Source: an optimization exercise on an open RTL-to-GDS flow (aim: small area, a short achievable clock period and few clock cycles per item). Production flows keep margins and buffers that such runs may drop.
At most, simulation tests tie the RTL to the original design; equivalence was not proved.

## BSW
module BSW (
    clk, rst, start,
    i_Q, i_R,
    o_Q_al,
    o_R_al,
    detail_info,
    done
);
Size: about 9800 cells after synthesis, ~25 I/O pins, ~0.084 mm² of cells after synthesis.
Settings: LEC_CHECK=0, ABC_AREA=1, CAP_MARGIN=20, CORE_MARGIN=2, CORE_UTILIZATION=40, CTS_CLUSTER_DIAMETER=80, CTS_CLUSTER_SIZE=25, SLEW_MARGIN=20; clock period 24.0 ns.
standard.sh (not shown) runs the stock make flow with config.mk's settings and CLKGATE_MAP_FILE= SYNTH_SCRIPT=/design/flow/synth_recipe.tcl, a recipe that flattens the netlist after the stock synthesis.
==> flow/flow/run.sh <==
#!/bin/bash
# Standard layout, with the port buffers made of buf_4 cells instead of the
# cell buffer_ports picks by default, and timing repair aiming at 18.2 ns of
# setup slack (the clock period stays the design's). Make's full output goes
# to flow.log; each tool's own logs stay under orfs/logs.
set -euo pipefail
export BUFFER_PORTS_ARGS="-buffer_cell sky130_fd_sc_hd__buf_4"
export SETUP_SLACK_MARGIN=18.2
bash standard.sh > flow.log 2>&1
Testbench counts at the start, summed over its fixed seeds: cycles 44,498, items 320.
Next try:
--- a/flow/design.v
+++ b/flow/design.v
@@ -299,16 +299,21 @@
     reg [5:0]  cin_e, cin_o;            
     reg [5:0]  base;
     reg [5:0]  pe_w;                    
     reg        pe_par;
     reg [2:0]  pe_p;
     reg [4:0]  vtop;                    
     wire [3:0] bE    = pe_w[5:2];
     reg  [63:0] oh;                     
+    always @(*) begin
+        for (k = 0; k < 64; k = k + 1)
+            oh[k] = ((k / 16) < base[1:0]) ? (base[5:2] == ((k + 15) % 16))
+                                           : (base[5:2] == (k % 16));
+    end
     reg  [15:0] rsel;                   
     function [23:0] sel16x24;
         input [383:0] v;
         input [15:0] s;
         integer a;
         begin
             sel16x24 = 24'd0;
             for (a = 0; a < 16; a = a + 1)
@@ -388,26 +393,26 @@
             if (k / 12 == 1 || k / 12 == 3) f_k[0] = f_k[0] | stop_hit[k];
             if (k / 12 >= 2)                f_k[1] = f_k[1] | stop_hit[k];
             if ((k % 12) >= 6)              f_par  = f_par  | stop_hit[k];
             if ((k % 6) & 1)                f_p[0] = f_p[0] | stop_hit[k];
             if ((k % 6) & 2)                f_p[1] = f_p[1] | stop_hit[k];
             if ((k % 6) & 4)                f_p[2] = f_p[2] | stop_hit[k];
         end
     end
-    reg [63:0] cst;
+    reg [59:0] cst;                    
     reg [3:0]  cin_x;
     always @(*) begin
         cin_x = 4'd0;
         for (q = 0; q < 6; q = q + 1) begin
             if (cin_e[q]) cin_x = cin_x | (q + 1);
             if (cin_o[q]) cin_x = cin_x | (q + 7);
         end
     end
-    assign cst_r = cst[4*blk +: 4];
+    assign cst_r = (blk == 4'd15) ? 4'd0 : cst[4*blk +: 4];
     wire merge  = ps_act && (blk < bE) && ({1'b0, blk} < vtop) && (blk >= s_b)
                   && (cin_x == cst_r);
     wire ps_end = ps_act && (merge || found);      
     wire free   = !ps_act || ps_end;
     wire bnew   = upd || w63;                      
     wire ps_go  = ps_ok && !strm && (fin || (bchg && !ps_act));
     wire [3:0] go_b = fin ? 4'd15 : best_w[5:2];
     wire abort  = ps_go && ps_act && !ps_end;
@@ -439,17 +444,17 @@
     always @(posedge clk) begin
         if (ps_go) begin
             pe_w   <= fin ? best_wn   : best_w;
             pe_par <= fin ? best_parn : best_par;
             pe_p   <= fin ? best_pn   : best_p;
         end
         cin_e <= cE;
         cin_o <= cO;
-        for (k = 0; k < 16; k = k + 1)
+        for (k = 0; k < 15; k = k + 1)
             if (ps_act && blk < bE && blk == k) cst[4*k +: 4] <= cin_x;
     end
     reg [5:0] base_n;
     always @(*) begin
         if (ps_go)
             base_n = fin ? 6'd1 : cyc[5:0] - 6'd6 - {best_w[5:2], 2'b00};
         else if (st0)
             base_n = cyc[5:0] - 6'd10 - {s_b, 2'b00};
@@ -459,19 +464,16 @@
             base_n = shift_r ? base - 6'd3 : base + 6'd1;
     end
     always @(posedge clk) begin
         base <= base_n;
         if (ps_go)          blk <= go_b;
         else if (st0)       blk <= s_b + 4'd1;
         else if (ps_act)    blk <= blk - 4'd1;
         else if (shift_r)   blk <= blk + 4'd1;
-        for (k = 0; k < 64; k = k + 1)
-            oh[k] <= ((k / 16) < base_n[1:0]) ? (base_n[5:2] == ((k + 15) % 16))
-                                              : (base_n[5:2] == (k % 16));
         for (k = 0; k < 16; k = k + 1)
             rsel[k] <= ((base_n[1:0] + 2'd3 - (k / 4)) & 2'd3) == (k % 4);
     end
     reg [15:0] pcur, pnext, pprev;
     reg        st0_r;            
     reg [3:0]  s_b;
     reg [1:0]  s_k;
     reg        s_par;
=> Setup slack degrades by 130 ps. Final area climbs by about 2.7%. Via count climbs by about 4.6%. Synthesized area stays flat. Register-to-register slack degrades by 100 ps.
The RTL of the second run of this note was laid out without a check of its function.

-- re-timing with driven ports --
The results above use ideal ports. As a check the final layouts listed here were re-extracted and re-timed, cells and wires unchanged. Step 1 sets driving cells, clkbuf_16 on the clock port and buf_2 on the other inputs (assumed; they add their load-dependent delay and slew). Step 2, shift: input delay + t, output delay - t, t = (earliest + latest rising clock arrival at the registers) / 2. This alone moves slack from input paths to output paths. Three values: ideal ports, drivers, drivers and shift; two values: the first two.
run | shift t [ns] | setup slack, ns | worst hold slack (ns)
the first run | 0.909 | 17.882 / 17.793 / 18.273 | 0.319 / 0.319 / 0.319
the second run | 0.892 | 17.750 / 17.660 / 18.301 | 0.301 / 0.301 / 0.301
After both steps every run listed still meets setup and hold.
